This design comes from an exercise in tuning for small area, a short achievable clock period and few clock cycles per item on the open sky130 flow, not from production work.
In this exercise RTL edits were held to simulation tests only and were not proved equivalent to the original.
Power and IR drop assume default switching activity.

File: config.mk
export PLATFORM = sky130hd
export DESIGN_NAME = WallaceTreeMultiplier
export DESIGN_NICKNAME = WallaceTreeMultiplier
export VERILOG_FILES = /design/flow/design.v
export SDC_FILE = /design/flow/constraint.sdc
export NUM_CORES = 4
export LEC_CHECK = 0
export CAP_MARGIN = 20
export CORE_MARGIN = 2
export CORE_UTILIZATION = 40
export SLEW_MARGIN = 20
File: constraint.sdc
create_clock -name core_clock -period 11.0 [get_ports {clk}]
set_input_delay 2.2000 -clock core_clock [delete_from_list [all_inputs] [get_ports {clk}]]
set_output_delay 2.2000 -clock core_clock [all_outputs]
set_load 0.01 [all_outputs]
File: design.v
module WallaceTreeMultiplier (
    input                   clk,
    input                   rst,
    input  logic [31:0]     a,
    input  logic [31:0]     b,
    input  logic            start,
    input  logic [1:0]      mul_type,
    output logic            done,
    output logic [63:0]     p
);
  localparam logic [2:0] IDLE = 3'd0, G0 = 3'd1, G1 = 3'd2, G2 = 3'd3, G3 = 3'd4,
                         FIN = 3'd5, DN = 3'd6;
  localparam logic [31:0] KHI = 32'haaaaaaac;
  logic [2:0]  st;
  logic [32:0] A;        
  logic [31:0] PB;       
  logic        bprev;    
  logic [33:0] S, C;  
  logic [1:0]  cin;      
  logic        corr;     
  wire sa = (mul_type == 2'b01) || (mul_type == 2'b10);
  wire sb = (mul_type == 2'b01);
  wire [8:0] bw = {PB[7:0], bprev};
  logic [3:0] neg, one, two;
  always_comb begin
    for (int k = 0; k < 4; k++) begin
      neg[k] = bw[2*k+2];
      one[k] = bw[2*k+1] ^ bw[2*k];
      two[k] = (bw[2*k+2] & ~bw[2*k+1] & ~bw[2*k]) | (~bw[2*k+2] & bw[2*k+1] & bw[2*k]);
    end
  end
  wire [34:0] Ae = {A[32], A[32], A};
  logic [34:0] r0;
  logic [34:0] r1;
  logic [34:0] r2;
  logic [34:0] r3;
  always_comb begin
    for (int j = 0; j < 35; j++)
      r0[j] = ((one[0] & Ae[j]) | (two[0] & (j > 0 ? Ae[j-1] : 1'b0))) ^ neg[0];
    r0[34] = ~r0[34];
    for (int j = 0; j < 35; j++)
      r1[j] = ((one[1] & Ae[j]) | (two[1] & (j > 0 ? Ae[j-1] : 1'b0))) ^ neg[1];
    r1[34] = ~r1[34];
    for (int j = 0; j < 35; j++)
      r2[j] = ((one[2] & Ae[j]) | (two[2] & (j > 0 ? Ae[j-1] : 1'b0))) ^ neg[2];
    r2[34] = ~r2[34];
    for (int j = 0; j < 35; j++)
      r3[j] = ((one[3] & Ae[j]) | (two[3] & (j > 0 ? Ae[j-1] : 1'b0))) ^ neg[3];
    r3[34] = ~r3[34];
  end
  logic [131:0] fs, fc;
  logic [8:0] hs, hc;
  assign hs[0] = S[0] ^ C[0];
  assign hc[0] = S[0] & C[0];
  assign hs[1] = S[1] ^ C[1];
  assign hc[1] = S[1] & C[1];
  assign fs[0] = S[2] ^ C[2] ^ neg[1];
  assign fc[0] = (S[2] & C[2]) | (S[2] & neg[1]) | (C[2] & neg[1]);
  assign hs[2] = S[3] ^ C[3];
  assign hc[2] = S[3] & C[3];
  assign fs[1] = S[4] ^ C[4] ^ neg[2];
  assign fc[1] = (S[4] & C[4]) | (S[4] & neg[2]) | (C[4] & neg[2]);
  assign hs[3] = r0[4] ^ r1[2];
  assign hc[3] = r0[4] & r1[2];
  assign fs[2] = S[5] ^ C[5] ^ r0[5];
  assign fc[2] = (S[5] & C[5]) | (S[5] & r0[5]) | (C[5] & r0[5]);
  assign hs[4] = r1[3] ^ r2[1];
  assign hc[4] = r1[3] & r2[1];
  assign fs[3] = S[6] ^ C[6] ^ r0[6];
  assign fc[3] = (S[6] & C[6]) | (S[6] & r0[6]) | (C[6] & r0[6]);
  assign fs[4] = r1[4] ^ r2[2] ^ r3[0];
  assign fc[4] = (r1[4] & r2[2]) | (r1[4] & r3[0]) | (r2[2] & r3[0]);
  assign fs[5] = S[7] ^ C[7] ^ r0[7];
  assign fc[5] = (S[7] & C[7]) | (S[7] & r0[7]) | (C[7] & r0[7]);
  assign fs[6] = r1[5] ^ r2[3] ^ r3[1];
  assign fc[6] = (r1[5] & r2[3]) | (r1[5] & r3[1]) | (r2[3] & r3[1]);
  assign fs[7] = S[8] ^ C[8] ^ r0[8];
  assign fc[7] = (S[8] & C[8]) | (S[8] & r0[8]) | (C[8] & r0[8]);
  assign fs[8] = r1[6] ^ r2[4] ^ r3[2];
  assign fc[8] = (r1[6] & r2[4]) | (r1[6] & r3[2]) | (r2[4] & r3[2]);
  assign fs[9] = S[9] ^ C[9] ^ r0[9];
  assign fc[9] = (S[9] & C[9]) | (S[9] & r0[9]) | (C[9] & r0[9]);
  assign fs[10] = r1[7] ^ r2[5] ^ r3[3];
  assign fc[10] = (r1[7] & r2[5]) | (r1[7] & r3[3]) | (r2[5] & r3[3]);
  assign fs[11] = S[10] ^ C[10] ^ r0[10];
  assign fc[11] = (S[10] & C[10]) | (S[10] & r0[10]) | (C[10] & r0[10]);
  assign fs[12] = r1[8] ^ r2[6] ^ r3[4];
  assign fc[12] = (r1[8] & r2[6]) | (r1[8] & r3[4]) | (r2[6] & r3[4]);
  assign fs[13] = S[11] ^ C[11] ^ r0[11];
  assign fc[13] = (S[11] & C[11]) | (S[11] & r0[11]) | (C[11] & r0[11]);
  assign fs[14] = r1[9] ^ r2[7] ^ r3[5];
  assign fc[14] = (r1[9] & r2[7]) | (r1[9] & r3[5]) | (r2[7] & r3[5]);
  assign fs[15] = S[12] ^ C[12] ^ r0[12];
  assign fc[15] = (S[12] & C[12]) | (S[12] & r0[12]) | (C[12] & r0[12]);
  assign fs[16] = r1[10] ^ r2[8] ^ r3[6];
  assign fc[16] = (r1[10] & r2[8]) | (r1[10] & r3[6]) | (r2[8] & r3[6]);
  assign fs[17] = S[13] ^ C[13] ^ r0[13];
  assign fc[17] = (S[13] & C[13]) | (S[13] & r0[13]) | (C[13] & r0[13]);
  assign fs[18] = r1[11] ^ r2[9] ^ r3[7];
  assign fc[18] = (r1[11] & r2[9]) | (r1[11] & r3[7]) | (r2[9] & r3[7]);
  assign fs[19] = S[14] ^ C[14] ^ r0[14];
  assign fc[19] = (S[14] & C[14]) | (S[14] & r0[14]) | (C[14] & r0[14]);
  assign fs[20] = r1[12] ^ r2[10] ^ r3[8];
  assign fc[20] = (r1[12] & r2[10]) | (r1[12] & r3[8]) | (r2[10] & r3[8]);
  assign fs[21] = S[15] ^ C[15] ^ r0[15];
  assign fc[21] = (S[15] & C[15]) | (S[15] & r0[15]) | (C[15] & r0[15]);
  assign fs[22] = r1[13] ^ r2[11] ^ r3[9];
  assign fc[22] = (r1[13] & r2[11]) | (r1[13] & r3[9]) | (r2[11] & r3[9]);
  assign fs[23] = S[16] ^ C[16] ^ r0[16];
  assign fc[23] = (S[16] & C[16]) | (S[16] & r0[16]) | (C[16] & r0[16]);
  assign fs[24] = r1[14] ^ r2[12] ^ r3[10];
  assign fc[24] = (r1[14] & r2[12]) | (r1[14] & r3[10]) | (r2[12] & r3[10]);
  assign fs[25] = S[17] ^ C[17] ^ r0[17];
  assign fc[25] = (S[17] & C[17]) | (S[17] & r0[17]) | (C[17] & r0[17]);
  assign fs[26] = r1[15] ^ r2[13] ^ r3[11];
  assign fc[26] = (r1[15] & r2[13]) | (r1[15] & r3[11]) | (r2[13] & r3[11]);
  assign fs[27] = S[18] ^ C[18] ^ r0[18];
  assign fc[27] = (S[18] & C[18]) | (S[18] & r0[18]) | (C[18] & r0[18]);
  assign fs[28] = r1[16] ^ r2[14] ^ r3[12];
  assign fc[28] = (r1[16] & r2[14]) | (r1[16] & r3[12]) | (r2[14] & r3[12]);
  assign fs[29] = S[19] ^ C[19] ^ r0[19];
  assign fc[29] = (S[19] & C[19]) | (S[19] & r0[19]) | (C[19] & r0[19]);
  assign fs[30] = r1[17] ^ r2[15] ^ r3[13];
  assign fc[30] = (r1[17] & r2[15]) | (r1[17] & r3[13]) | (r2[15] & r3[13]);
  assign fs[31] = S[20] ^ C[20] ^ r0[20];
  assign fc[31] = (S[20] & C[20]) | (S[20] & r0[20]) | (C[20] & r0[20]);
  assign fs[32] = r1[18] ^ r2[16] ^ r3[14];
  assign fc[32] = (r1[18] & r2[16]) | (r1[18] & r3[14]) | (r2[16] & r3[14]);
  assign fs[33] = S[21] ^ C[21] ^ r0[21];
  assign fc[33] = (S[21] & C[21]) | (S[21] & r0[21]) | (C[21] & r0[21]);
  assign fs[34] = r1[19] ^ r2[17] ^ r3[15];
  assign fc[34] = (r1[19] & r2[17]) | (r1[19] & r3[15]) | (r2[17] & r3[15]);
  assign fs[35] = S[22] ^ C[22] ^ r0[22];
  assign fc[35] = (S[22] & C[22]) | (S[22] & r0[22]) | (C[22] & r0[22]);
  assign fs[36] = r1[20] ^ r2[18] ^ r3[16];
  assign fc[36] = (r1[20] & r2[18]) | (r1[20] & r3[16]) | (r2[18] & r3[16]);
  assign fs[37] = S[23] ^ C[23] ^ r0[23];
  assign fc[37] = (S[23] & C[23]) | (S[23] & r0[23]) | (C[23] & r0[23]);
  assign fs[38] = r1[21] ^ r2[19] ^ r3[17];
  assign fc[38] = (r1[21] & r2[19]) | (r1[21] & r3[17]) | (r2[19] & r3[17]);
  assign fs[39] = S[24] ^ C[24] ^ r0[24];
  assign fc[39] = (S[24] & C[24]) | (S[24] & r0[24]) | (C[24] & r0[24]);
  assign fs[40] = r1[22] ^ r2[20] ^ r3[18];
  assign fc[40] = (r1[22] & r2[20]) | (r1[22] & r3[18]) | (r2[20] & r3[18]);
  assign fs[41] = S[25] ^ C[25] ^ r0[25];
  assign fc[41] = (S[25] & C[25]) | (S[25] & r0[25]) | (C[25] & r0[25]);
  assign fs[42] = r1[23] ^ r2[21] ^ r3[19];
  assign fc[42] = (r1[23] & r2[21]) | (r1[23] & r3[19]) | (r2[21] & r3[19]);
  assign fs[43] = S[26] ^ C[26] ^ r0[26];
  assign fc[43] = (S[26] & C[26]) | (S[26] & r0[26]) | (C[26] & r0[26]);
  assign fs[44] = r1[24] ^ r2[22] ^ r3[20];
  assign fc[44] = (r1[24] & r2[22]) | (r1[24] & r3[20]) | (r2[22] & r3[20]);
  assign fs[45] = S[27] ^ C[27] ^ r0[27];
  assign fc[45] = (S[27] & C[27]) | (S[27] & r0[27]) | (C[27] & r0[27]);
  assign fs[46] = r1[25] ^ r2[23] ^ r3[21];
  assign fc[46] = (r1[25] & r2[23]) | (r1[25] & r3[21]) | (r2[23] & r3[21]);
  assign fs[47] = S[28] ^ C[28] ^ r0[28];
  assign fc[47] = (S[28] & C[28]) | (S[28] & r0[28]) | (C[28] & r0[28]);
  assign fs[48] = r1[26] ^ r2[24] ^ r3[22];
  assign fc[48] = (r1[26] & r2[24]) | (r1[26] & r3[22]) | (r2[24] & r3[22]);
  assign fs[49] = S[29] ^ C[29] ^ r0[29];
  assign fc[49] = (S[29] & C[29]) | (S[29] & r0[29]) | (C[29] & r0[29]);
  assign fs[50] = r1[27] ^ r2[25] ^ r3[23];
  assign fc[50] = (r1[27] & r2[25]) | (r1[27] & r3[23]) | (r2[25] & r3[23]);
  assign fs[51] = S[30] ^ C[30] ^ r0[30];
  assign fc[51] = (S[30] & C[30]) | (S[30] & r0[30]) | (C[30] & r0[30]);
  assign fs[52] = r1[28] ^ r2[26] ^ r3[24];
  assign fc[52] = (r1[28] & r2[26]) | (r1[28] & r3[24]) | (r2[26] & r3[24]);
  assign fs[53] = S[31] ^ C[31] ^ r0[31];
  assign fc[53] = (S[31] & C[31]) | (S[31] & r0[31]) | (C[31] & r0[31]);
  assign fs[54] = r1[29] ^ r2[27] ^ r3[25];
  assign fc[54] = (r1[29] & r2[27]) | (r1[29] & r3[25]) | (r2[27] & r3[25]);
  assign fs[55] = S[32] ^ C[32] ^ r0[32];
  assign fc[55] = (S[32] & C[32]) | (S[32] & r0[32]) | (C[32] & r0[32]);
  assign fs[56] = r1[30] ^ r2[28] ^ r3[26];
  assign fc[56] = (r1[30] & r2[28]) | (r1[30] & r3[26]) | (r2[28] & r3[26]);
  assign fs[57] = S[33] ^ C[33] ^ r0[33];
  assign fc[57] = (S[33] & C[33]) | (S[33] & r0[33]) | (C[33] & r0[33]);
  assign fs[58] = r1[31] ^ r2[29] ^ r3[27];
  assign fc[58] = (r1[31] & r2[29]) | (r1[31] & r3[27]) | (r2[29] & r3[27]);
  assign fs[59] = r0[34] ^ r1[32] ^ r2[30];
  assign fc[59] = (r0[34] & r1[32]) | (r0[34] & r2[30]) | (r1[32] & r2[30]);
  assign hs[5] = cin[0] ^ neg[0];
  assign hc[5] = cin[0] & neg[0];
  assign fs[60] = cin[1] ^ hc[0] ^ hs[1];
  assign fc[60] = (cin[1] & hc[0]) | (cin[1] & hs[1]) | (hc[0] & hs[1]);
  assign fs[61] = hc[1] ^ r0[2] ^ r1[0];
  assign fc[61] = (hc[1] & r0[2]) | (hc[1] & r1[0]) | (r0[2] & r1[0]);
  assign fs[62] = hs[2] ^ fc[0] ^ r0[3];
  assign fc[62] = (hs[2] & fc[0]) | (hs[2] & r0[3]) | (fc[0] & r0[3]);
  assign fs[63] = hc[2] ^ r2[0] ^ fs[1];
  assign fc[63] = (hc[2] & r2[0]) | (hc[2] & fs[1]) | (r2[0] & fs[1]);
  assign fs[64] = fc[1] ^ hc[3] ^ hs[4];
  assign fc[64] = (fc[1] & hc[3]) | (fc[1] & hs[4]) | (hc[3] & hs[4]);
  assign fs[65] = hc[4] ^ fc[2] ^ fs[3];
  assign fc[65] = (hc[4] & fc[2]) | (hc[4] & fs[3]) | (fc[2] & fs[3]);
  assign fs[66] = fc[3] ^ fc[4] ^ fs[5];
  assign fc[66] = (fc[3] & fc[4]) | (fc[3] & fs[5]) | (fc[4] & fs[5]);
  assign fs[67] = fc[5] ^ fc[6] ^ fs[7];
  assign fc[67] = (fc[5] & fc[6]) | (fc[5] & fs[7]) | (fc[6] & fs[7]);
  assign fs[68] = fc[7] ^ fc[8] ^ fs[9];
  assign fc[68] = (fc[7] & fc[8]) | (fc[7] & fs[9]) | (fc[8] & fs[9]);
  assign fs[69] = fc[9] ^ fc[10] ^ fs[11];
  assign fc[69] = (fc[9] & fc[10]) | (fc[9] & fs[11]) | (fc[10] & fs[11]);
  assign fs[70] = fc[11] ^ fc[12] ^ fs[13];
  assign fc[70] = (fc[11] & fc[12]) | (fc[11] & fs[13]) | (fc[12] & fs[13]);
  assign fs[71] = fc[13] ^ fc[14] ^ fs[15];
  assign fc[71] = (fc[13] & fc[14]) | (fc[13] & fs[15]) | (fc[14] & fs[15]);
  assign fs[72] = fc[15] ^ fc[16] ^ fs[17];
  assign fc[72] = (fc[15] & fc[16]) | (fc[15] & fs[17]) | (fc[16] & fs[17]);
  assign fs[73] = fc[17] ^ fc[18] ^ fs[19];
  assign fc[73] = (fc[17] & fc[18]) | (fc[17] & fs[19]) | (fc[18] & fs[19]);
  assign fs[74] = fc[19] ^ fc[20] ^ fs[21];
  assign fc[74] = (fc[19] & fc[20]) | (fc[19] & fs[21]) | (fc[20] & fs[21]);
  assign fs[75] = fc[21] ^ fc[22] ^ fs[23];
  assign fc[75] = (fc[21] & fc[22]) | (fc[21] & fs[23]) | (fc[22] & fs[23]);
  assign fs[76] = fc[23] ^ fc[24] ^ fs[25];
  assign fc[76] = (fc[23] & fc[24]) | (fc[23] & fs[25]) | (fc[24] & fs[25]);
  assign fs[77] = fc[25] ^ fc[26] ^ fs[27];
  assign fc[77] = (fc[25] & fc[26]) | (fc[25] & fs[27]) | (fc[26] & fs[27]);
  assign fs[78] = fc[27] ^ fc[28] ^ fs[29];
  assign fc[78] = (fc[27] & fc[28]) | (fc[27] & fs[29]) | (fc[28] & fs[29]);
  assign fs[79] = fc[29] ^ fc[30] ^ fs[31];
  assign fc[79] = (fc[29] & fc[30]) | (fc[29] & fs[31]) | (fc[30] & fs[31]);
  assign fs[80] = fc[31] ^ fc[32] ^ fs[33];
  assign fc[80] = (fc[31] & fc[32]) | (fc[31] & fs[33]) | (fc[32] & fs[33]);
  assign fs[81] = fc[33] ^ fc[34] ^ fs[35];
  assign fc[81] = (fc[33] & fc[34]) | (fc[33] & fs[35]) | (fc[34] & fs[35]);
  assign fs[82] = fc[35] ^ fc[36] ^ fs[37];
  assign fc[82] = (fc[35] & fc[36]) | (fc[35] & fs[37]) | (fc[36] & fs[37]);
  assign fs[83] = fc[37] ^ fc[38] ^ fs[39];
  assign fc[83] = (fc[37] & fc[38]) | (fc[37] & fs[39]) | (fc[38] & fs[39]);
  assign fs[84] = fc[39] ^ fc[40] ^ fs[41];
  assign fc[84] = (fc[39] & fc[40]) | (fc[39] & fs[41]) | (fc[40] & fs[41]);
  assign fs[85] = fc[41] ^ fc[42] ^ fs[43];
  assign fc[85] = (fc[41] & fc[42]) | (fc[41] & fs[43]) | (fc[42] & fs[43]);
  assign fs[86] = fc[43] ^ fc[44] ^ fs[45];
  assign fc[86] = (fc[43] & fc[44]) | (fc[43] & fs[45]) | (fc[44] & fs[45]);
  assign fs[87] = fc[45] ^ fc[46] ^ fs[47];
  assign fc[87] = (fc[45] & fc[46]) | (fc[45] & fs[47]) | (fc[46] & fs[47]);
  assign fs[88] = fc[47] ^ fc[48] ^ fs[49];
  assign fc[88] = (fc[47] & fc[48]) | (fc[47] & fs[49]) | (fc[48] & fs[49]);
  assign fs[89] = fc[49] ^ fc[50] ^ fs[51];
  assign fc[89] = (fc[49] & fc[50]) | (fc[49] & fs[51]) | (fc[50] & fs[51]);
  assign fs[90] = fc[51] ^ fc[52] ^ fs[53];
  assign fc[90] = (fc[51] & fc[52]) | (fc[51] & fs[53]) | (fc[52] & fs[53]);
  assign fs[91] = fc[53] ^ fc[54] ^ fs[55];
  assign fc[91] = (fc[53] & fc[54]) | (fc[53] & fs[55]) | (fc[54] & fs[55]);
  assign fs[92] = fc[55] ^ fc[56] ^ fs[57];
  assign fc[92] = (fc[55] & fc[56]) | (fc[55] & fs[57]) | (fc[56] & fs[57]);
  assign fs[93] = r3[28] ^ fc[57] ^ fc[58];
  assign fc[93] = (r3[28] & fc[57]) | (r3[28] & fc[58]) | (fc[57] & fc[58]);
  assign fs[94] = r1[33] ^ r2[31] ^ r3[29];
  assign fc[94] = (r1[33] & r2[31]) | (r1[33] & r3[29]) | (r2[31] & r3[29]);
  assign hs[6] = r1[34] ^ r2[32];
  assign hc[6] = r1[34] & r2[32];
  assign hs[7] = hs[0] ^ hs[5];
  assign hc[7] = hs[0] & hs[5];
  assign fs[95] = hc[5] ^ r0[1] ^ fs[60];
  assign fc[95] = (hc[5] & r0[1]) | (hc[5] & fs[60]) | (r0[1] & fs[60]);
  assign fs[96] = fc[60] ^ fs[0] ^ fs[61];
  assign fc[96] = (fc[60] & fs[0]) | (fc[60] & fs[61]) | (fs[0] & fs[61]);
  assign fs[97] = r1[1] ^ fc[61] ^ fs[62];
  assign fc[97] = (r1[1] & fc[61]) | (r1[1] & fs[62]) | (fc[61] & fs[62]);
  assign fs[98] = hs[3] ^ fc[62] ^ fs[63];
  assign fc[98] = (hs[3] & fc[62]) | (hs[3] & fs[63]) | (fc[62] & fs[63]);
  assign fs[99] = fc[63] ^ fs[2] ^ fs[64];
  assign fc[99] = (fc[63] & fs[2]) | (fc[63] & fs[64]) | (fs[2] & fs[64]);
  assign fs[100] = fs[4] ^ fc[64] ^ fs[65];
  assign fc[100] = (fs[4] & fc[64]) | (fs[4] & fs[65]) | (fc[64] & fs[65]);
  assign fs[101] = fs[6] ^ fc[65] ^ fs[66];
  assign fc[101] = (fs[6] & fc[65]) | (fs[6] & fs[66]) | (fc[65] & fs[66]);
  assign fs[102] = fs[8] ^ fc[66] ^ fs[67];
  assign fc[102] = (fs[8] & fc[66]) | (fs[8] & fs[67]) | (fc[66] & fs[67]);
  assign fs[103] = fs[10] ^ fc[67] ^ fs[68];
  assign fc[103] = (fs[10] & fc[67]) | (fs[10] & fs[68]) | (fc[67] & fs[68]);
  assign fs[104] = fs[12] ^ fc[68] ^ fs[69];
  assign fc[104] = (fs[12] & fc[68]) | (fs[12] & fs[69]) | (fc[68] & fs[69]);
  assign fs[105] = fs[14] ^ fc[69] ^ fs[70];
  assign fc[105] = (fs[14] & fc[69]) | (fs[14] & fs[70]) | (fc[69] & fs[70]);
  assign fs[106] = fs[16] ^ fc[70] ^ fs[71];
  assign fc[106] = (fs[16] & fc[70]) | (fs[16] & fs[71]) | (fc[70] & fs[71]);
  assign fs[107] = fs[18] ^ fc[71] ^ fs[72];
  assign fc[107] = (fs[18] & fc[71]) | (fs[18] & fs[72]) | (fc[71] & fs[72]);
  assign fs[108] = fs[20] ^ fc[72] ^ fs[73];
  assign fc[108] = (fs[20] & fc[72]) | (fs[20] & fs[73]) | (fc[72] & fs[73]);
  assign fs[109] = fs[22] ^ fc[73] ^ fs[74];
  assign fc[109] = (fs[22] & fc[73]) | (fs[22] & fs[74]) | (fc[73] & fs[74]);
  assign fs[110] = fs[24] ^ fc[74] ^ fs[75];
  assign fc[110] = (fs[24] & fc[74]) | (fs[24] & fs[75]) | (fc[74] & fs[75]);
  assign fs[111] = fs[26] ^ fc[75] ^ fs[76];
  assign fc[111] = (fs[26] & fc[75]) | (fs[26] & fs[76]) | (fc[75] & fs[76]);
  assign fs[112] = fs[28] ^ fc[76] ^ fs[77];
  assign fc[112] = (fs[28] & fc[76]) | (fs[28] & fs[77]) | (fc[76] & fs[77]);
  assign fs[113] = fs[30] ^ fc[77] ^ fs[78];
  assign fc[113] = (fs[30] & fc[77]) | (fs[30] & fs[78]) | (fc[77] & fs[78]);
  assign fs[114] = fs[32] ^ fc[78] ^ fs[79];
  assign fc[114] = (fs[32] & fc[78]) | (fs[32] & fs[79]) | (fc[78] & fs[79]);
  assign fs[115] = fs[34] ^ fc[79] ^ fs[80];
  assign fc[115] = (fs[34] & fc[79]) | (fs[34] & fs[80]) | (fc[79] & fs[80]);
  assign fs[116] = fs[36] ^ fc[80] ^ fs[81];
  assign fc[116] = (fs[36] & fc[80]) | (fs[36] & fs[81]) | (fc[80] & fs[81]);
  assign fs[117] = fs[38] ^ fc[81] ^ fs[82];
  assign fc[117] = (fs[38] & fc[81]) | (fs[38] & fs[82]) | (fc[81] & fs[82]);
  assign fs[118] = fs[40] ^ fc[82] ^ fs[83];
  assign fc[118] = (fs[40] & fc[82]) | (fs[40] & fs[83]) | (fc[82] & fs[83]);
  assign fs[119] = fs[42] ^ fc[83] ^ fs[84];
  assign fc[119] = (fs[42] & fc[83]) | (fs[42] & fs[84]) | (fc[83] & fs[84]);
  assign fs[120] = fs[44] ^ fc[84] ^ fs[85];
  assign fc[120] = (fs[44] & fc[84]) | (fs[44] & fs[85]) | (fc[84] & fs[85]);
  assign fs[121] = fs[46] ^ fc[85] ^ fs[86];
  assign fc[121] = (fs[46] & fc[85]) | (fs[46] & fs[86]) | (fc[85] & fs[86]);
  assign fs[122] = fs[48] ^ fc[86] ^ fs[87];
  assign fc[122] = (fs[48] & fc[86]) | (fs[48] & fs[87]) | (fc[86] & fs[87]);
  assign fs[123] = fs[50] ^ fc[87] ^ fs[88];
  assign fc[123] = (fs[50] & fc[87]) | (fs[50] & fs[88]) | (fc[87] & fs[88]);
  assign fs[124] = fs[52] ^ fc[88] ^ fs[89];
  assign fc[124] = (fs[52] & fc[88]) | (fs[52] & fs[89]) | (fc[88] & fs[89]);
  assign fs[125] = fs[54] ^ fc[89] ^ fs[90];
  assign fc[125] = (fs[54] & fc[89]) | (fs[54] & fs[90]) | (fc[89] & fs[90]);
  assign fs[126] = fs[56] ^ fc[90] ^ fs[91];
  assign fc[126] = (fs[56] & fc[90]) | (fs[56] & fs[91]) | (fc[90] & fs[91]);
  assign fs[127] = fs[58] ^ fc[91] ^ fs[92];
  assign fc[127] = (fs[58] & fc[91]) | (fs[58] & fs[92]) | (fc[91] & fs[92]);
  assign fs[128] = fs[59] ^ fs[93] ^ fc[92];
  assign fc[128] = (fs[59] & fs[93]) | (fs[59] & fc[92]) | (fs[93] & fc[92]);
  assign fs[129] = fc[59] ^ fs[94] ^ fc[93];
  assign fc[129] = (fc[59] & fs[94]) | (fc[59] & fc[93]) | (fs[94] & fc[93]);
  assign fs[130] = r3[30] ^ hs[6] ^ fc[94];
  assign fc[130] = (r3[30] & hs[6]) | (r3[30] & fc[94]) | (hs[6] & fc[94]);
  assign fs[131] = r2[33] ^ r3[31] ^ hc[6];
  assign fc[131] = (r2[33] & r3[31]) | (r2[33] & hc[6]) | (r3[31] & hc[6]);
  assign hs[8] = r2[34] ^ r3[32];
  assign hc[8] = r2[34] & r3[32];
  wire [41:0] ts = {1'b0, r3[34], r3[33], hs[8], fs[131], fs[130], fc[128], fc[127], fc[126], fc[125], fc[124], fc[123], fc[122], fc[121], fc[120], fc[119], fc[118], fc[117], fc[116], fc[115], fc[114], fc[113], fc[112], fc[111], fc[110], fc[109], fc[108], fc[107], fc[106], fc[105], fc[104], fc[103], fc[102], fc[101], fc[100], fc[99], fc[98], fc[97], fc[96], fc[95], hc[7], r0[0]};
  wire [41:0] tc = {1'b0, 1'b0, hc[8], fc[131], fc[130], fc[129], fs[129], fs[128], fs[127], fs[126], fs[125], fs[124], fs[123], fs[122], fs[121], fs[120], fs[119], fs[118], fs[117], fs[116], fs[115], fs[114], fs[113], fs[112], fs[111], fs[110], fs[109], fs[108], fs[107], fs[106], fs[105], fs[104], fs[103], fs[102], fs[101], fs[100], fs[99], fs[98], fs[97], fs[96], fs[95], hs[7]};
  wire [9:0] lo = {2'b0, ts[7:0]} + {2'b0, tc[7:0]} + {3'd0, neg[3], 6'd0};
  wire [31:0] phi = S[31:0] + C[31:0] + {30'd0, cin} + KHI + (corr ? A[31:0] : 32'd0);
  always_ff @(posedge clk) begin
    if (rst) st <= IDLE;
    else begin
      case (st)
        IDLE: if (start) st <= G0;
        G0: st <= G1;
        G1: st <= G2;
        G2: st <= G3;
        G3: st <= FIN;
        FIN: st <= DN;
        DN: if (!start) st <= IDLE;
        default: st <= IDLE;
      endcase
    end
  end
  always_ff @(posedge clk) begin
    case (st)
      IDLE: begin
        A <= {sa & a[31], a};
        PB <= b;
        bprev <= 1'b0;
        S <= '0;
        C <= '0;
        cin <= 2'b0;
        corr <= ~sb & b[31];
      end
      G0, G1, G2, G3: begin
        PB <= {lo[7:0], PB[31:8]};
        bprev <= PB[7];
        S <= ts[41:8];
        C <= tc[41:8];
        cin <= lo[9:8];
      end
      FIN: S[31:0] <= phi;
      default: ;
    endcase
  end
  assign done = (st == DN);
  assign p = {S[31:0], PB};
endmodule
File: run.sh
#!/bin/bash
# synth_recipe.tcl (not shown) runs the flow's synth.tcl, then flattens the netlist and writes it again
# the make line also repeats each setting of config.mk as NAME=value (left out here)
make -C /OpenROAD-flow-scripts/flow DESIGN_CONFIG=/design/flow/config.mk WORK_HOME=/design/flow/orfs CLKGATE_MAP_FILE= SYNTH_SCRIPT=/design/flow/synth_recipe.tcl finish
==> impl_metrics.toml <==
[outcome]
status = "complete, no violations"

[yosys]
synth_edf_count = 134
postSynthNetCount = 2398
synth-seq-area-share_pct = 23.8
synth_cells = 2078
ys_ff_latch = 137
synth_compound_area_share_pct = 20.0
syn_area_per_cell_um2 = 8.25
syn_area_mm2 = 0.0171
synth_top_family_by_area = "adder cells"
synth_flop_cell = "edfxtp_1"
synth_cell_types = 61
synth.area.mux_share_pct = 0.175
async_flop_share_pct = 0
synthSimpleGateAreaFrac_pct = 14.9
synth-xor-area-share_pct = 2.25
synth_adder_area_share_pct = 28.3
ys_warn_count = 1

[worst_setup_path]
critPathArrivalTime_ns = 5.59
crit_cells = 14
path_buf_inv = 5
cp-start-kind = "register"
r2r_start = "PB[1]"
startpoint = "PB[1]"
crit_chain = "buf_4 -> buf_4 -> o21ai_0 -> fa_1 -> inv_1 -> fa_1 -> inv_1 -> fa_1 -> inv_1 -> fa_1 -> ha_1 -> a21oi_1 -> xor2_1 -> o21ai_0"
end_kind = "register"
r2r-end = "PB[31]"
crit_family = "adder cells"
cp_max_fo = 117
critPathMaxStageDelay_ns = 0.90
crit_slowest_cell = "buf_4"
rr_worst_depth = 14
crit_top_cell = "fa_1"
crit_end = "PB[31]"
required_ns = 11.20
rrSetupSlack_ns = 5.61
crit_type = "reg2reg"

[clock_network]
cts_setup_buffers = 0
cts_tree = "yes"
clkTransAtPathRegs_ns = 0.07
clk_latency_ns = 0.47
cts_hold_buf = 0
cts_resized = 0
clockBufferDepth = 2
root_buffer = "clkbuf_16"
cts_inserted_buffers = 17
clock_sinks = 137
htreeDepth = 4

[layout]
n_antenna_cell = 0
areaGrowthSynthToFinish_pct = 11.2
fillers = 4034
layout-drive-gt1-share_pct = 4.39
fin_nets = 2358

[flow_run]
maxCapViolations = 0

[worst_hold_path]
min_path_type = "reg2reg"
whs_path_depth = 2

[sta]
fin_skew_ns = 0.0158
fin_setup_tns_ns = 0
period_needed_ns = 5.39
rsz0062_at_grt = "false"
layout_setup_ws_ns = 5.61
finalCritPeriodShare_pct = 49.0
max_freq_mhz = 185
hold_violations = 0
slew_violations = 0
max_slew_margin_pct = 25.4
tightest_slew_ns = 1.12
finalSetupViolCount = 0

[global_routing]
grt_start_max_net_pins = 118
grt.overflow.total = 0
grt_use_total_pct = 24.8
grt_pass1_vias = 14500
antenna_found_initial = 0
grt_pass1_wl_um = 84100

[drt]
drc = 0
vias = 14800
avgRoutedWirePerCell_um = 20.7
vias_per_cell = 5.72
drtIter0Drc = 1510
ant_nets = 0
first_pass_iters = 6
routed_wl_um = 53700

[floorplan]
initial_core_util_pct = 40.7
fp.dieW_um = 211
boundaryPins = 134
die_area_mm2 = 0.0445
core_region_area_mm2 = 0.0421
die_h_um = 211
fp-row-count = 75

[power_and_ir_drop]
p_seq_share_pct = 15.4
power_frac_clock_pct = 9.4
p_sw_uw = 3230
p_leak_uw = 0.00809
vdd_drop_max_v = 0.000228
power.internal_uw = 3130
p_per_area_mw_per_mm2 = 334
combinationalPowerShare_pct = 75.3
switching_share_pct = 50.8

[placed_design]
numPortBuffers = 133
dp_slack_ns = 5.68
gp_congestion = 0.916
place_hpwl_um = 39200
==> cell families (layout without fill, tap and decap cells) <==
logic type / Yosys count / count (layout)
AO/OA/AOI/OAI: 546 / 546
XOR/XNOR: 44 / 44
multiplexers: 3 / 3
adder cells (fa/ha/maj): 299 / 299
buffers and inverters: 447 / 420
flip-flops: 137 / 137
AND/OR/NAND/NOR: 602 / 602
==> sequential cells by signal, indices dropped and copies added, names as in the netlist <==
name	flops
A	33
S	33
C	32
PB	32
st	3
cin	2
bprev	1
corr	1
==> worst min-delay path by stage <==
stage	startpoint	to	slack [ns]
floorplan	st[1]	st[0]	0.55
global placement	PB[19]	PB[11]	0.53
detailed placement	PB[31]	PB[23]	0.53
CTS	PB[16]	PB[8]	0.55
global route	PB[26]	PB[18]	0.57
finish	PB[23]	PB[15]	0.55
==> worst reg2reg max path, cell delays in order, from the launching register on <==
cell	delay [ns]
edfxtp_1	0.32
buf_4	0.43
buf_4	0.94
o21ai_0	0.36
fa_1	0.53
inv_1	0.05
fa_1	0.55
inv_1	0.07
fa_1	0.54
inv_1	0.06
fa_1	0.44
ha_1	0.34
a21oi_1	0.22
xor2_1	0.18
o21ai_0	0.09
==> cell type report <==
class / count / area (µm²) / area share (%)
multi-input cells: 1494 / 11300 / 59.2
flip-flops and latches: 137 / 4080 / 21.4
repair buffers: 175 / 1650 / 8.64
inverters: 213 / 800 / 4.19
well taps: 539 / 674 / 3.54
clock buffers: 17 / 425 / 2.23
clock inverters: 15 / 153 / 0.801
==> through the flow <==
stage	instances	power [µW]	area [µm²]	util, %	hold slack [ns]
3_5_place_dp	2557	5710	18500	43.8	0.530
2_1_floorplan	2078	4240	17100	-	0.551
6_report	2590	6370	19100	45.2	0.549
5_1_grt	2590	7040	19100	45.2	0.572
4_1_cts	2589	6380	19000	45.2	0.550
3_3_place_gp	2557	5670	18500	43.8	0.530
==> routing by layer <==
layer  track usage (%)  vias to the layer above  wire length (µm)
met5                 0                        -                 0
met4              12.0                        0              2540
met3              3.55                      111              3230
met2              40.9                      592             25600
met1              32.1                     7173             22300
li1                  -                     6931                 -
==> cells in the final DEF (no fill, tap or decap), drive strengths merged, types with 3 or more instances in the layout <==
cell and n:
and2 27, a221oi 41, o2111ai 4, nand2 361, xor2 22, nor3 6
a22o 3, o311a 12, o221ai 12, a31oi 11, and4 3, inv 222
mux2i 3, nor2 124, nor2b 27, clkbuf 17, a211oi 12, clkdlybuf4s50 133
a21oi 147, o21bai 5, o21ai 157, xnor2 22, a21o 13, o21a 3
nand2b 6, dfxtp 3, o211ai 25, o22ai 39, fa 164, buf 42
maj3 48, ha 87, and3 35, a22oi 49, clkinv 4, edfxtp 134
nand4 5, nand3 3, a211o 3
==> synth_stat cells (all sizes together), types with 4 or more instances <==
library cell	instances	share of area, %
a211oi	12	0.55
a221oi	41	2.1
nor3	6	0.18
o221ai	12	0.61
edfxtp	134	23
a22oi	49	2.1
a31oi	11	0.44
o2111ai	4	0.20
a21o	13	0.57
inv	213	4.7
nand4	5	0.18
o22ai	39	1.4
fa	164	19
and3	35	1.3
ha	87	6.3
o21ai	157	4.6
o211ai	25	1.1
maj3	48	2.8
nor2b	27	0.99
o21bai	5	0.22
a21oi	147	4.3
nand2	361	7.9
clkbuf	159	3.5
xnor2	22	1.1
and2	27	0.99
xor2	22	1.1
buf	75	2.4
nand2b	6	0.22
o311a	12	0.70
nor2	124	2.7
==> power by group through the flow <==
stage | sequential [µW] | clock [µW] | combinational, µW
finish | 977 | 598 | 4790
global route | 1000 | 623 | 5410
CTS | 980 | 607 | 4790
detailed placement | 987 | 0 | 4720
global placement | 990 | 0 | 4680
floorplan | 910 | 0 | 3330
Testbench counts, summed over its fixed seeds: cycles 15,992, items 2,000.

-- separate check: timing with driven ports --
How much do the figures lean on ideal ports? The routed layout below was timed once more, with nothing changed but the port constraints. Step 1 assumes that a clkbuf_16 drives the clock port and a buf_2 every other input. Step 2, shift: input delay + t, output delay - t, t = (earliest + latest rising clock arrival at the registers) / 2. This alone moves slack from input paths to output paths. a / b / c = ideal / step 1 / step 2; a / b = the first two.
shift t [ns]: 0.512
setup WS [ns]: 5.605 / 5.605 / 5.605
clock arrival spread, ns: 0.016 / 0.016
worst slew at a driven data input, ns: 0.07
After both steps this run still meets setup and hold. The setup slack of this run moves by 0.000 ns with the drivers and by 0.000 ns with both steps.
